From an optimization exercise on the open Yosys and OpenROAD flow, aimed at small area and a short achievable clock period; shortcuts taken in it are not production practice. Function was checked by simulation only, so behaviour that the tests miss may differ from the original. Power figures rest on the tool's default switching activity, not on a simulated workload.

File: flow/config.mk
export PLATFORM = sky130hd
export DESIGN_NAME = System_Top
export DESIGN_NICKNAME = System_Top
export VERILOG_FILES = /design/flow/design.v
export SDC_FILE = /design/flow/constraint.sdc
export NUM_CORES = 4
export LEC_CHECK = 0
export ABC_AREA = 1
export CAP_MARGIN = 20
export CORE_MARGIN = 2
export CORE_UTILIZATION = 60
export CTS_BUF_LIST = sky130_fd_sc_hd__clkbuf_8
export CTS_CLUSTER_DIAMETER = 100
export CTS_CLUSTER_SIZE = 25
export SLEW_MARGIN = 20
File: flow/constraint.sdc
create_clock -name core_clock -period 11.0 [get_ports {CLK}]
set_input_delay 2.2000 -clock core_clock [delete_from_list [all_inputs] [get_ports {CLK}]]
set_output_delay 2.2000 -clock core_clock [all_outputs]
set_load 0.01 [all_outputs]
File: flow/design.v
module System_Top #(parameter WIDTH = 8, ADDR = 4 , ALU_FUN_WD = 4) (
input    wire                CONTROL_EN,
input    wire                CLKDIV_EN,
input    wire                CLK,
input    wire                RST,
input    wire                WrEn,
input    wire                RdEn,
input    wire   [ADDR-1:0]   Address,
input    wire   [WIDTH-1:0]  WrData,
output   reg    [WIDTH-1:0]  RdData,
output   reg                 SYS_OUT,
output   reg                 SYS_VLD
);
reg [7:0] regArr [0:15];
integer I;
always @(posedge CLK or negedge RST)
 begin
  if (!RST)
   begin
    for (I = 0; I < 16; I = I + 1)
      regArr[I] <= 8'd0;
   end
  else if (WrEn && !RdEn)
    regArr[Address] <= WrData;
 end
always @(posedge CLK)
 begin
  if (RST && RdEn && !WrEn)
    RdData <= regArr[Address];
 end
wire [7:0] A     = regArr[0];
wire [7:0] B     = regArr[1];
wire [15:0] CFG  = {regArr[3], regArr[2]};
wire       PAR_EN  = regArr[4][0];
wire       PAR_TYP = regArr[4][1];
wire [7:0] RATIO = regArr[5];
reg  [6:0] dv_count;
reg        div_clk;
reg        odd_tog;
wire       is_odd   = RATIO[0];
wire [6:0] half     = RATIO[7:1];
wire [6:0] half_m1  = half - 7'd1;
wire       ratio_ok = |RATIO[7:1];
wire       dv_en    = CLKDIV_EN & ratio_ok;
wire       flip     = is_odd ? (odd_tog ? (dv_count == half_m1) : (dv_count == half))
                             : (dv_count == half_m1);
always @(posedge CLK or negedge RST)
 begin
  if (!RST)
   begin
    dv_count <= 7'd0;
    div_clk  <= 1'b0;
    odd_tog  <= 1'b1;
   end
  else if (dv_en)
   begin
    if (flip)
     begin
      dv_count <= 7'd0;
      div_clk  <= ~div_clk;
      if (is_odd)
        odd_tog <= ~odd_tog;
     end
    else
      dv_count <= dv_count + 7'd1;
   end
 end
wire tick = ~dv_en | (flip & ~div_clk);
localparam [1:0] C_IDLE = 2'd0, C_CHK = 2'd1, C_WH = 2'd3, C_WL = 2'd2;
reg  [1:0] cphase;
reg  [3:0] op;
wire       alu_en = (cphase == C_CHK) & CFG[op];
reg  [1:0] cphase_nx;
reg        op_inc;
always @(*)
 begin
  cphase_nx = cphase;
  op_inc    = 1'b0;
  case (cphase)
   C_IDLE: if (CONTROL_EN) cphase_nx = C_CHK;
   C_CHK:  if (CFG[op]) cphase_nx = C_WH;
           else begin
             op_inc = 1'b1;
             if (op == 4'd15) cphase_nx = C_IDLE;
           end
   C_WH:   if (SYS_VLD) cphase_nx = C_WL;
   C_WL:   if (!SYS_VLD) begin
             op_inc = 1'b1;
             cphase_nx = (op == 4'd15) ? C_IDLE : C_CHK;
           end
  endcase
 end
always @(posedge CLK or negedge RST)
 begin
  if (!RST)
   begin
    cphase <= C_IDLE;
    op     <= 4'd0;
   end
  else
   begin
    cphase[0] <= cphase_nx[0];
    cphase[1] <= cphase_nx[1];
    if (op_inc)
      op <= op + 4'd1;
   end
 end
reg  [7:0] res;
wire       is_mul = (op == 4'd2);
wire       is_div = (op == 4'd3);
wire       is_sub = ~is_mul & (op != 4'd0);
wire [7:0] add_x  = is_mul ? ({B[6:0], 1'b0} & {8{A[7]}}) : A;
wire [7:0] add_y  = is_mul ? (B & {8{A[6]}}) : (B ^ {8{is_sub}});
wire [8:0] sum    = {1'b0, add_x} + {1'b0, add_y} + {8'd0, is_sub};
wire       a_lt   = ~sum[8];
wire       a_eq   = (A == B);
reg  [3:0] ltab;
always @(*)
 begin
  case (op)
   4'd4:    ltab = 4'b1000;    
   4'd5:    ltab = 4'b1110;    
   4'd6:    ltab = 4'b0111;    
   4'd7:    ltab = 4'b0001;    
   4'd8:    ltab = 4'b0110;    
   4'd9:    ltab = 4'b1001;    
   default: ltab = 4'b0000;
  endcase
 end
wire [7:0] lres;
genvar gi;
generate for (gi = 0; gi < 8; gi = gi + 1) begin : g_lut
  assign lres[gi] = ltab[{A[gi], B[gi]}];
end endgenerate
wire       q7 = ({7'd0, A[7]} >= B);
wire [0:0] r7 = q7 ? (A[7] - B[0]) : A[7];
wire [1:0] t6 = {r7, A[6]};
wire       q6 = ({6'd0, t6} >= B);
wire [1:0] r6 = q6 ? (t6 - B[1:0]) : t6;
always @(*)
 begin
  case (op)
   4'd0:  res = sum[7:0];
   4'd1:  res = sum[7:0];
   4'd2:  res = {A[5:0], 2'b00};
   4'd3:  res = {A[5:0], q7, q6};
   4'd4:  res = lres;
   4'd5:  res = lres;
   4'd6:  res = lres;
   4'd7:  res = lres;
   4'd8:  res = lres;
   4'd9:  res = lres;
   4'd10: res = {7'd0, a_eq};
   4'd11: res = {7'd0, ~a_lt & ~a_eq};
   4'd12: res = {6'd0, a_lt, a_lt};
   4'd13: res = {1'b0, A[7:1]};
   4'd14: res = {A[6:0], 1'b0};
   default: res = 8'd0;
  endcase
 end
reg  [2:0] useq;
reg  [7:0] Q;       
reg  [7:0] R;       
reg  [7:0] Bc;      
wire       u_div  = useq[2];
wire       u_run  = (useq[1:0] != 2'd0);
wire       u_last = (useq[1:0] == 2'd1);
wire [7:0] ta  = {R[6:0], u_div & Q[7]};
wire [8:0] sa  = {1'b0, ta} + {1'b0, Bc} + {8'd0, u_div};
wire       qa  = u_div ? sa[8] : Q[7];
wire [7:0] ra  = qa ? sa[7:0] : ta;
wire [7:0] tb  = {ra[6:0], u_div & Q[6]};
wire [8:0] sb  = {1'b0, tb} + {1'b0, Bc} + {8'd0, u_div};
wire       qb  = u_div ? sb[8] : Q[6];
wire [7:0] rb  = qb ? sb[7:0] : tb;
wire [7:0] fin = u_div ? {Q[5:0], qa, qb} : rb;    
reg  [3:0] ust;
wire       in_data = ust[3];
always @(posedge CLK or negedge RST)
 begin
  if (!RST)
   begin
    useq    <= 3'd0;
    ust     <= 4'd0;
    SYS_VLD <= 1'b0;
    SYS_OUT <= 1'b0;
   end
  else
   begin
    if (alu_en)
      useq <= {is_div, (is_mul | is_div) ? 2'd3 : 2'd0};
    else if (u_run)
      useq <= {u_div, useq[1:0] - 2'd1};
    if (tick)
     begin
      SYS_VLD <= (ust != 4'd0) && (ust != 4'd4);
      case (ust)
       4'd0:    SYS_OUT <= 1'b1;
       4'd4:    SYS_OUT <= 1'b1;
       4'd1:    SYS_OUT <= 1'b0;
       4'd3:    SYS_OUT <= 1'b1;
       default: SYS_OUT <= (u_run & u_last) ? fin[0] : Q[0];
      endcase
     end
    if (alu_en)
      ust <= 4'd4;
    else if (tick)
     begin
      case (ust)
       4'd0:    ust <= 4'd0;
       4'd4:    ust <= 4'd1;
       4'd1:    ust <= 4'd8;
       4'd2:    ust <= 4'd3;
       4'd3:    ust <= 4'd0;
       4'd15:   ust <= PAR_EN ? 4'd2 : 4'd3;
       default: ust <= ust + 4'd1;
      endcase
     end
   end
 end
always @(posedge CLK)
 begin
  if (alu_en)
   begin
    Q  <= res;
    Bc <= B ^ {8{is_div}};
   end
  else if (u_run && !u_last)
    Q <= {Q[5:0], qa, qb};
  else if (u_run)              
    Q <= (tick && in_data) ? {fin[7] ^ fin[0], fin[7:1]} : fin;
  else if (tick && in_data)
   begin
    if (ust == 4'd15)
      Q[0] <= Q[7] ^ PAR_TYP;
    else
      Q <= {Q[7] ^ Q[0], Q[7:1]};
   end
 end
always @(posedge CLK)
  R <= alu_en ? (is_mul ? sum[7:0] : {6'd0, r6}) : rb;
endmodule
File: flow/flow/run.sh
#!/bin/bash
# The standard ORFS layout (standard.sh), run with these make settings on top of
# config.mk: ADDER_MAP_FILE= SETUP_SLACK_MARGIN=7.67
# ADDER_MAP_FILE empty skips synthesis's adder-extraction step, so abc maps the arithmetic;
# SETUP_SLACK_MARGIN makes timing repair aim for extra setup slack. Each make run logs to its
# own file here; ORFS keeps every tool's log under orfs/logs.
set -euo pipefail
KNOBS="ADDER_MAP_FILE= SETUP_SLACK_MARGIN=7.67"
bash standard.sh $KNOBS synth > make_synth.log 2>&1
bash standard.sh $KNOBS finish > make_finish.log 2>&1
File: flow/standard.sh
#!/bin/bash
# synth_recipe.tcl (not shown) runs the flow's synth.tcl, then flattens the netlist and writes it again
# the make line also repeats each setting of config.mk as NAME=value (left out here)
make -C /OpenROAD-flow-scripts/flow DESIGN_CONFIG=/design/flow/config.mk WORK_HOME=/design/flow/orfs CLKGATE_MAP_FILE= SYNTH_SCRIPT=/design/flow/synth_recipe.tcl "${@:-finish}"
==> run_results.csv, run 1 <==
group,metric,value,unit
detailed_routing,viasPerCell,5.98,
setup_path,required,8.80,ns
flow_run,drv_cap,0,
clock_tree,clock-root-buffer,"clkbuf_8",
timing,worst_pin_slew,0.835,ns
floorplan,die_w,138,µm
detailed_routing,antenna_left,0,
synth,synth_top_flop_cell,"dfrtp_1",
clock_tree,clock_latency,0.49,ns
timing,tns,0,ns
timing,slew_viol_final,0,
placement,port_buffers,27,
detailed_routing,vias,10600,
setup_path,worst_setup_path_start_kind,"flop",
global_route,grt_use_total,33.7,%
cells_and_area,fin_util,69.8,%
floorplan,io_pins,28,
synth,synth.avg_cell_area,7.36,µm²
detailed_routing,drt_iter0_drc,1427,
clock_tree,cts_tree,"built",
clock_tree,cts_made_buffers,17,
timing,rsz0062_at_grt,"yes",
synth,synth-seq-cells,183,
setup_path,timing.rr.end,"Q[0]",
global_route,grt-busiest-layer,"met1",
min_path,hold_path.class,"reg -> reg",
synth,async_flop_share,83.1,%
detailed_routing,drtPass1Iterations,6,
setup_path,worstSetupPathType,"reg -> out",
synth,synth_edf_count,24,
timing,fin_ws,7.67,ns
global_route,overflow,0,
clock_tree,cts_hold_buf,0,
setup_path,critPathLaunch,"RdData[2]",
detailed_routing,routed_wl,32600,µm
placement,dp_hpwl,23000,µm
global_route,use_met2,48.5,%
detailed_routing,drc,0,
synth,yosysWarnings,2,
synth,synthesis.area,10900,µm²
cells_and_area,fillers,1505,
floorplan,core-area,17800,µm²
clock_tree,cts_sinks,183,
setup_path,crit_path_end,"RdData[2]",
floorplan,row_count,49,
global_route,grt_util_met3,5.54,%
cells_and_area,nNetsFinal,1540,
timing,slew_headroom,44.4,%
timing,fin_worst_skew,0.0219,ns
setup_path,ff2ff_path_depth,23,
global_route,grt_pass1_vias,9278,
cells_and_area,drive_gt1_share,16.3,%
outcome,outcome,"no timing/DRC/antenna violations",
cells_and_area,layout_commonest_cell,"nand2_1",
synth,synthCells,1475,
timing,max_clock_freq,0.300,GHz
setup_path,crit_family,"flip-flops",
setup_path,worst-path-buf-inv,1,
clock_tree,cts_max_level,4,
clock_tree,clk_pin_slew,0.11,ns
timing,hold_violations,0,
synth,ys_seq_area_share,43.0,%
synth,synth_nets,1493,
floorplan,initial_utilization,60.8,%
setup_path,reg2reg_from,"Bc[6]",
global_route,grt_max_degree,83,
cells_and_area,syn_to_final_growth,14.7,%
setup_path,cp_data_arrival_time,1.13,ns
setup_path,critPathCaptureType,"primary output",
setup_path,path_cells,"buf_2",
timing,fin_crit_sh,30.3,%
global_route,grt_first_pass_wirelength,51000,µm
setup_path,cp.depth,1,
cells_and_area,layout_common_cells,"nand2_1, o21ai_0, dfrtp_1, inv_1, nor2_1",
global_route,grt_antenna_before_repair,0,
setup_path,path_max_fanout,1,
setup_path,cp_slowest_cell,"edfxtp_1",
setup_path,ff2ff_setup_slack,7.81,ns
timing,period_minus_slack,3.33,ns
timing,finalSetupViolCount,0,
floorplan,die_y,138,µm
placement,gp_congestion,1.02,
placement,post-place-ws,6.67,ns
global_route,use_met1,52.4,%
power_and_ir_drop,powerDensity,290,nW/µm²
floorplan,die_area,19200,µm²
detailed_routing,wire_per_inst,18.5,µm
cells_and_area,n_antenna_cell,0,
clock_tree,cts_buffer_depth,2,
power_and_ir_drop,p_leak,5.81,nW
power_and_ir_drop,ir_worst_vdd,0.291,mV
setup_path,slowest_delay,0.47,ns
synth,ys_types,61,
layout make-up:
class                      count  area [µm²]  share of cell area, %
clock buffer                  18         248                   1.99
timing repair buffer          72         567                   4.55
multi-input combinational   1082        5870                   47.1
sequential                   183        4670                   37.5
clock inverter                14         158                   1.27
inverter                     166         653                   5.25
tap                          229         287                   2.30
worst min-delay path by stage:
stage	from	slack (ns)	cells past startpoint	end
finish	div_clk	0.47	1	div_clk
global route	div_clk	0.49	1	div_clk
CTS	div_clk	0.48	1	div_clk
detailed placement	div_clk	0.46	1	div_clk
global placement	div_clk	0.46	1	div_clk
floorplan	div_clk	0.44	1	div_clk
stage by stage:
stage          power (mW)  hold WS (ns)  std cells  cell area [µm²]
6_report             3.61         0.471       1764            12400
3_5_place_dp         2.90         0.458       1688            11300
5_1_grt              3.88         0.493       1764            12400
3_3_place_gp         2.87         0.457       1688            11300
4_1_cts              3.42         0.477       1734            12000
2_1_floorplan        2.43         0.442       1475            11000
registers in the layout (all words and copies together), names as in the netlist, 4 cells and up:
| signal | count |
|---|---|
| Q | 8 |
| R | 7 |
| ust | 4 |
| dv_count | 7 |
| RdData | 8 |
| Bc | 8 |
| regArr | 128 |
| op | 4 |
what timing repair did:
action,CTS,global route
resized for setup,92,79
setup endpoints to repair,183,196
setup buffers,14,29
gates cloned,0,1
pin swaps,8,20
cells in the mapped netlist (4+ instances only):
| cell type | count | area [µm²] |
|---|---|---|
| nor4_1 | 4 | 25.0 |
| o31ai_1 | 8 | 60.1 |
| nor2_1 | 113 | 424 |
| a211oi_1 | 4 | 30.0 |
| nand2_1 | 432 | 1620 |
| o21ai_1 | 4 | 20.0 |
| nor3_1 | 9 | 45.0 |
| o221ai_1 | 6 | 52.6 |
| xor2_1 | 29 | 254 |
| a31oi_1 | 8 | 50.1 |
| nand3_1 | 93 | 465 |
| a221oi_1 | 9 | 78.8 |
| a22o_1 | 4 | 35.0 |
| nand3_2 | 5 | 50.1 |
| nand2_4 | 8 | 90.1 |
| o21ai_0 | 178 | 891 |
| clkinv_1 | 7 | 26.3 |
| dfxtp_1 | 7 | 140 |
| xnor2_1 | 13 | 114 |
| a21oi_1 | 32 | 160 |
| clkbuf_1 | 37 | 139 |
| dfrtp_1 | 151 | 3780 |
| inv_2 | 11 | 41.3 |
| nor2_2 | 5 | 31.3 |
| edfxtp_1 | 24 | 721 |
| o22ai_1 | 18 | 113 |
| o211ai_1 | 9 | 67.6 |
| nand2_2 | 17 | 106 |
| a22oi_1 | 6 | 45.0 |
| inv_1 | 147 | 552 |
| o2111ai_1 | 12 | 105 |
| a2111oi_0 | 4 | 35.0 |
| nand4_1 | 19 | 119 |
power by group:
part / switching, mW / leakage, nW / internal [mW]
clock network: 0.280 / 0.204 / 0.177
logic: 1.35 / 3.37 / 0.726
registers: 0.182 / 2.24 / 0.894
total: 1.81 / 5.81 / 1.80
cells by family (layout without fill, tap and decap cells):
logic type             Yosys count  in the layout  share of synthesized area, %
flip-flops                     183            183                          43.0
AND/OR/NAND/NOR                717            718                          28.5
buffers and inverters          211            270                          7.48
AO/OA/AOI/OAI                  322            322                          17.7
XOR/XNOR                        42             42                          3.39
layer usage:
metal  vias to the layer above  wire length, µm
li1                       5010                -
met1                      4904            14700
met2                       568            13900
met3                        71             3130
met4                         0              884
met5                         -                0
==> run 2: changes to the inputs <==
==> flow/flow/run.sh (replaced) <==
#!/bin/bash
# The standard ORFS layout (standard.sh), run with these make settings on top of
# config.mk: ADDER_MAP_FILE= SETUP_SLACK_MARGIN=7.72
# ADDER_MAP_FILE empty skips synthesis's adder-extraction step, so abc maps the arithmetic;
# SETUP_SLACK_MARGIN makes timing repair aim for extra setup slack. Each make run logs to its
# own file here; ORFS keeps every tool's log under orfs/logs.
set -euo pipefail
KNOBS="ADDER_MAP_FILE= SETUP_SLACK_MARGIN=7.72"
bash standard.sh $KNOBS synth > make_synth.log 2>&1
bash standard.sh $KNOBS finish > make_finish.log 2>&1
--- a/flow/config.mk
+++ b/flow/config.mk
@@ -8,7 +8,7 @@
 export ABC_AREA = 1
 export CAP_MARGIN = 20
 export CORE_MARGIN = 2
-export CORE_UTILIZATION = 60
+export CORE_UTILIZATION = 65
 export CTS_BUF_LIST = sky130_fd_sc_hd__clkbuf_8
 export CTS_CLUSTER_DIAMETER = 100
 export CTS_CLUSTER_SIZE = 25
==> run 2 against run 1 <==
  * Synthesized cell count did not move
  * Sequential power barely moved
  * Maximum frequency fell by 4.4%
  * Global-route usage rose by 4.1 points
  * Die area fell by 7.5%
  * Routed wire length rose by 7.8%
  * Setup slack got worse by 0.15 ns
  * Clock-buffer cell count fell by 1
  * Flip-flop and latch count did not move
  * Worst hold slack improved by 0.013 ns
  * Via count rose by 5.7%
  * Critical path depth rose by 23
  * Critical endpoint is now Q[7]
==> run_results.csv, run 2 <==
group,metric,value,unit
synth,synth_compound_area_share,17.7,%
clock_tree,clock-root-buffer,"clkbuf_8",
timing,fin_ws,7.51,ns
cells_and_area,n_antenna_cell,0,
clock_tree,cts_max_level,4,
detailed_routing,wire_per_inst,19.8,µm
power_and_ir_drop,p_total,3.90,mW
clock_tree,cts_tree,"built",
timing,hold_violations,0,
clock_tree,cts_sinks,183,
cells_and_area,fin_util,78.4,%
synth,synth_area_leaders,"dfrtp_1, nand2_1, o21ai_0",
clock_tree,cts_buffer_depth,2,
synth,synth-seq-cells,183,
global_route,grt_max_degree,59,
setup_path,path_max_fanout,5,
setup_path,worst_setup_path_start_kind,"flop",
setup_path,cp_data_arrival_time,3.73,ns
timing,max_clock_freq,0.287,GHz
synth,synth_nets,1493,
cells_and_area,regMostFlops,"regArr",
synth,yosysTopAreaCellShare,34.8,%
timing,fin_worst_skew,0.0135,ns
timing,slew_viol_final,0,
synth,ys_types,61,
synth,synth-simple-area-share,28.5,%
floorplan,io_pins,28,
power_and_ir_drop,ir_worst_vdd,0.220,mV
global_route,overflow,0,
synth,yosys.area_share.adder,0,%
placement,port_buffers,27,
placement,gp_congestion,1.01,
synth,async_flop_share,83.1,%
power_and_ir_drop,p_leak,5.97,nW
global_route,grt_pass1_vias,9790,
synth,synth_xor_xnor_area_share,3.39,%
setup_path,critPathCaptureType,"flop",
cells_and_area,layout_commonest_cell,"nand2_1",
cells_and_area,syn_to_final_growth,18.9,%
clock_tree,clock_latency,0.49,ns
setup_path,worstSetupPathType,"reg -> reg",
outcome,outcome,"no timing/DRC/antenna violations",
cells_and_area,drive_gt1_share,19.7,%
floorplan,initial_utilization,65.9,%
floorplan,die_y,133,µm
detailed_routing,antenna_left,0,
timing,finalSetupViolCount,0,
timing,slew_headroom,46.1,%
global_route,grt_antenna_before_repair,0,
flow_run,drv_cap,0,
global_route,grt_use_total,37.7,%
power_and_ir_drop,powerDensity,302,nW/µm²
timing,tns,0,ns
clock_tree,clk_pin_slew,0.11,ns
placement,post-place-ws,6.44,ns
detailed_routing,vias,11200,
detailed_routing,routed_wl,35200,µm
timing,rsz0062_at_grt,"yes",
detailed_routing,viasPerCell,6.29,
floorplan,row_count,47,
setup_path,required,11.24,ns
synth,yosysWarnings,2,
detailed_routing,drtPass1Iterations,7,
floorplan,die_area,17700,µm²
timing,period_minus_slack,3.49,ns
clock_tree,cts_hold_buf,0,
min_path,hold_start,"div_clk",
cells_and_area,final_area,12900,µm²
synth,synthMuxAreaShare,0,%
synth,synthCells,1475,
clock_tree,cts_made_buffers,17,
synth,ys_top_cells_by_count,"nand2_1, o21ai_0, dfrtp_1, inv_1, nor2_1",
floorplan,die_w,133,µm
detailed_routing,drc,0,
synth,synth_top_flop_cell,"dfrtp_1",
placement,dp_hpwl,23300,µm
detailed_routing,drt_iter0_drc,1500,
synth,ys_seq_area_share,43.0,%
timing,fin_crit_sh,31.7,%
global_route,grt_first_pass_wirelength,52100,µm
setup_path,critPathLaunch,"Bc[4]",
floorplan,core-area,16500,µm²
synth,synth_top_family_by_area,"simple AND/OR/NAND/NOR gates",
placement,place_area,11400,µm²
synth,synth.avg_cell_area,7.36,µm²
synth,synth_edf_count,24,
cells_and_area,layout_common_cells,"nand2_1, o21ai_0, dfrtp_1, inv_1, nor2_1",
timing,hold_slack,0.484,ns
synth,yosysMostFrequentCell,"nand2_1",
setup_path,reg2reg_from,"Bc[4]",
cells_and_area,largest_reg_flops,128,
synth,synth_top_area_cell,"dfrtp_1",
synth,synthesis.area,10900,µm²
cells_and_area,nNetsFinal,1559,
cells_and_area,finalNonFillerCells,1774,
placement,dp_cells,1679,
timing,worst_pin_slew,0.808,ns
min_path,hold_path.class,"reg -> reg",
==> run 2: final cells by class <==
class | instances | area (µm²)
Clock inverter | 15 | 211
Inverter | 166 | 658
Clock buffer | 17 | 234
Tap cell | 220 | 275
Multi-Input combinational cell | 1084 | 6130
Timing Repair Buffer | 89 | 731
Sequential cell | 183 | 4670
Fill cell | 1204 | 3560
==> run 2: timing repair <==
| item | in CTS | in global routing |
|---|---|---|
| setup buffers | 17 | 43 |
| gates resized for setup | 93 | 125 |
| endpoints found under the setup margin | 182 | 134 |
| cloned | 0 | 3 |
| pin swaps | 12 | 46 |
==> run 2: logic make-up after synthesis <==
| logic type | after synthesis |
|---|---|
| DFF | 183 |
| and+or+nand+nor | 717 |
| buffers and inverters | 211 |
| xor gates and xnor gates | 42 |
| AOI/OAI and AO/OA | 322 |
==> run 2: routing by layer <==
| metal | routed length [µm] | share of wire (%) | track usage [%] |
|---|---|---|---|
| met1 | 14200 | 41 | 53.4 |
| met2 | 16100 | 46 | 58.8 |
| met3 | 3380 | 9.6 | 7.19 |
| met4 | 1420 | 4.0 | 13.3 |
| met5 | 0 | 0 | 0 |
==> run 2: final timing paths <==
| kind | end | cells after the start | slack [ns] |
|---|---|---|---|
| worst max-delay path | Q[7] | 24 | 7.51 |
| worst min-delay path | div_clk | 1 | 0.48 |
| max in group asynchronous | op[0] | 2 | 8.21 |
| worst min register to register | div_clk | 1 | 0.48 |
| worst max register to register | Q[7] | 24 | 7.51 |
| min in group asynchronous | dv_count[2] | 1 | 1.66 |
==> run 2: worst max-delay path, stage by stage (launching register included) <==
cell and delay [ns]:
edfxtp_1 0.51, nor2_1 0.28, inv_2 0.05, nand2_1 0.14, nor2_1 0.09, a21oi_2 0.18, nand3_1 0.27, nand2_1 0.17
nand2_1 0.13, nand3_4 0.12, nand2_4 0.08, inv_2 0.07, nand2_1 0.07, nor2_2 0.16, nand2_4 0.09, nand2_4 0.13
nand2_8 0.08, nand2_8 0.09, nand3_2 0.12, nand2_2 0.11, nand3_1 0.07, nand3_1 0.08, nand2_1 0.05, nand2_1 0.05
nand2_1 0.05
==> run 2: power breakdown <==
part / internal, mW / switching, mW
clock: 0.216 / 0.285
combinational: 0.812 / 1.50
sequential: 0.896 / 0.198
==> run 3: changes to the inputs <==
--- a/flow/config.mk
+++ b/flow/config.mk
@@ -8,7 +8,7 @@
 export ABC_AREA = 1
 export CAP_MARGIN = 20
 export CORE_MARGIN = 2
-export CORE_UTILIZATION = 65
+export CORE_UTILIZATION = 60
 export CTS_BUF_LIST = sky130_fd_sc_hd__clkbuf_8
 export CTS_CLUSTER_DIAMETER = 100
 export CTS_CLUSTER_SIZE = 25
==> run 3 against run 2 <==
  * Via count fell by 5.0%
  * Sequential share of layout area rose by 0.70 points
  * Synthesized cell count did not move
  * Clock skew rose by 0.0046 ns
  * Final cell count fell by 0.28%
  * Highest routed layer unchanged
  * Sequential power barely moved
  * Clock power fell by 5.6%
  * Global-route usage fell by 3.8 points
  * Largest cell class unchanged
  * Cell area fell by 1.9%
  * Critical endpoint is now RdData[4]
==> run_results.csv, run 3 <==
group,metric,value,unit
cells_and_area,layout_common_cells,"nand2_1, o21ai_0, dfrtp_1, inv_1, nor2_1",
detailed_routing,viasPerCell,5.99,
detailed_routing,drt_iter0_drc,1166,
synth,ys_top_cells_by_count,"nand2_1, o21ai_0, dfrtp_1, inv_1, nor2_1",
synth,ys_seq_area_share,43.0,%
power_and_ir_drop,internal-power,1.88,mW
clock_tree,cts_tree,"built",
power_and_ir_drop,clkPwrFrac,12.8,%
synth,yosysMostFrequentCell,"nand2_1",
power_and_ir_drop,switching_power,1.82,mW
setup_path,worstSetupPathType,"in -> reg",
min_path,hold_path.class,"reg -> reg",
global_route,grt_use_total,34.0,%
power_and_ir_drop,comb_power_share,57.9,%
floorplan,row_count,49,
clock_tree,cts_max_level,4,
detailed_routing,vias,10600,
placement,port_buffers,27,
cells_and_area,nNetsFinal,1545,
synth,synth_nets,1493,
detailed_routing,drtPass1Iterations,6,
cells_and_area,syn_to_final_growth,16.6,%
power_and_ir_drop,powerDensity,292,nW/µm²
synth,synth_area_leaders,"dfrtp_1, nand2_1, o21ai_0",
synth,yosysTopAreaCellShare,34.8,%
cells_and_area,drive_gt1_share,18.1,%
setup_path,worst_setup_path_start_kind,"primary input",
min_path,hold_start,"div_clk",
setup_path,timing.rr.end,"Q[0]",
timing,slew_viol_final,0,
global_route,grt_max_degree,65,
floorplan,io_pins,28,
synth,synth.avg_cell_area,7.36,µm²
timing,worst_pin_slew,0.812,ns
synth,synth_top_area_cell,"dfrtp_1",
power_and_ir_drop,p_leak,5.88,nW
setup_path,slowest_delay,0.29,ns
timing,slew_headroom,45.8,%
setup_path,required,11.20,ns
floorplan,die_w,138,µm
clock_tree,cts_made_buffers,17,
floorplan,core-area,17800,µm²
global_route,grt_pass1_vias,9621,
timing,max_clock_freq,0.304,GHz
clock_tree,cts_buffer_depth,2,
timing,finalSetupViolCount,0,
flow_run,drv_cap,0,
synth,synthCells,1475,
floorplan,die_y,138,µm
setup_path,critPathCaptureType,"flop",
power_and_ir_drop,ir_worst_vdd,0.252,mV
power_and_ir_drop,p_seq_share,29.4,%
global_route,overflow,0,
power_and_ir_drop,swShare,49.2,%
setup_path,path_cells,"buf_2 -> nor2_1 -> inv_2 -> nor2_4 -> nand2_1 -> o2111ai_1 -> a211oi_2 -> o211ai_1",
global_route,grt_antenna_before_repair,0,
timing,hold_slack,0.479,ns
synth,async_flop_share,83.1,%
floorplan,die_area,19200,µm²
timing,hold_violations,0,
cells_and_area,finalNonFillerCells,1769,
setup_path,path_max_fanout,8,
clock_tree,cts_hold_buf,0,
detailed_routing,drc,0,
placement,gp_congestion,0.965,
synth,ys_types,61,
synth,synth_top_flop_cell,"dfrtp_1",
setup_path,reg2reg_from,"Bc[3]",
timing,rsz0062_at_grt,"yes",
synth,synthesis.area,10900,µm²
min_path,hold_end,"div_clk",
timing,period_minus_slack,3.28,ns
timing,tns,0,ns
global_route,grt_first_pass_wirelength,52000,µm
clock_tree,clk_pin_slew,0.09,ns
detailed_routing,routed_wl,32700,µm
clock_tree,clock_latency,0.47,ns
clock_tree,cts_sinks,183,
cells_and_area,layout_commonest_cell,"nand2_1",
cells_and_area,regMostFlops,"regArr",
cells_and_area,n_antenna_cell,0,
setup_path,ff2ff_setup_slack,7.80,ns
synth,synth_edf_count,24,
setup_path,cp_slowest_cell,"o2111ai_1",
synth,yosysWarnings,2,
detailed_routing,antenna_left,0,
synth,synth-seq-cells,183,
floorplan,initial_utilization,60.8,%
timing,fin_worst_skew,0.0181,ns
setup_path,ff2ff_path_depth,26,
placement,dp_cells,1688,
placement,dp_hpwl,23500,µm
outcome,outcome,"no timing/DRC/antenna violations",
cells_and_area,largest_reg_flops,128,
clock_tree,clock-root-buffer,"clkbuf_8",
setup_path,cp_data_arrival_time,3.48,ns
min_path,hold_depth,1,
timing,fin_crit_sh,29.9,%
detailed_routing,wire_per_inst,18.5,µm
run 3: area by class of cell:
cell class              instances  area [µm²]
clock inverters                13         144
well taps                     229         287
clock buffers                  19         262
fillers                      1526        5180
repair buffers                 76         628
multi-input cells            1082        6000
inverters                     166         662
repair inverters                1        6.26
flip-flops and latches        183        4670
run 3: worst max-delay path, delay by kind of cell:
kind / cells / cell delay, ns
compound gates: 3 / 0.69
buf+inv: 2 / 0.32
simple gates: 3 / 0.28
run 3: worst max-delay path by stage:
| stage | from | cells past startpoint | endpoint | slack [ns] |
|---|---|---|---|---|
| after floorplan | CLKDIV_EN | 13 | Q[7] | 7.65 |
| after global placement | Address[2] | 8 | RdData[2] | 6.44 |
| after detailed placement | Address[2] | 8 | RdData[2] | 6.43 |
| after CTS | RdEn | 3 | RdData[0] | 7.71 |
| after global routing | RdEn | 3 | RdData[0] | 7.60 |
| final | Address[1] | 8 | RdData[4] | 7.72 |
run 3: cell families after synthesis:
| kind of cell | share of synthesized area (%) |
|---|---|
| AND/OR/NAND/NOR | 28.5 |
| flip-flops | 43.0 |
| XOR/XNOR | 3.39 |
| buffers and inverters | 7.48 |
| AO/OA/AOI/OAI | 17.7 |
run 3: metrics by stage:
step	setup slack, ns	power, mW	utilization [%]	instance area [µm²]
finish	7.72	3.70	71.0	12700
global route	7.60	3.98	71.0	12700
CTS	7.71	3.38	67.0	12000
detailed placement	6.43	2.87	63.7	11400
global placement	6.44	2.84	63.7	11400
floorplan	7.65	2.43	-	11000
run 3: power groups by stage:
| stage | logic [mW] | registers [mW] | clock network, mW |
|---|---|---|---|
| 6_report | 2.14 | 1.09 | 0.473 |
| 3_5_place_dp | 1.78 | 1.09 | 0 |
| 2_1_floorplan | 1.42 | 1.01 | 0 |
| 5_1_grt | 2.37 | 1.11 | 0.502 |
| 3_3_place_gp | 1.75 | 1.09 | 0 |
| 4_1_cts | 1.83 | 1.07 | 0.476 |
run 3: repair_timing:
item,CTS,global route
endpoints found under the setup margin,182,145
pin swaps,11,42
hold endpoints to repair,0,0
gates cloned,0,2
setup buffers,16,31
resized for setup,86,125
run 3: routing by layer:
metal | global-route usage (%) | wire length [µm] | vias up
li1 | - | - | 5021
met1 | 50.3 | 14400 | 5056
met2 | 52.4 | 15100 | 449
met3 | 5.02 | 2430 | 62
met4 | 10.1 | 759 | 0
met5 | 0 | 0 | -

## afterwards: timing with drivers on the ports
How much do the figures lean on ideal ports? The routed layouts below were timed once more, with nothing changed but the port constraints.
Step 1 (the two cells are an assumption about what drives the block):
set clk [get_ports {CLK}]
set_driving_cell -lib_cell sky130_fd_sc_hd__clkbuf_16 $clk
set_driving_cell -lib_cell sky130_fd_sc_hd__buf_2 [delete_from_list [all_inputs] $clk]
Step 2 also shifts input and output timing later by t, the mid clock arrival at the registers, as if the neighbouring blocks saw the same clock.
a / b / c = ideal / step 1 / step 2; a / b = the first two.
run	t, ns	setup WS [ns]	cell pins on the clock port's net
run 1	0.522	7.666 / 7.623 / 7.235	1
run 2	0.528	7.512 / 7.512 / 7.185	1
run 3	0.506	7.716 / 7.679 / 7.173	1
After both steps setup and hold are still met in every run listed. For run 3, which loses most, drivers alone change the setup slack by -0.037 ns; drivers and shift together by -0.543 ns.
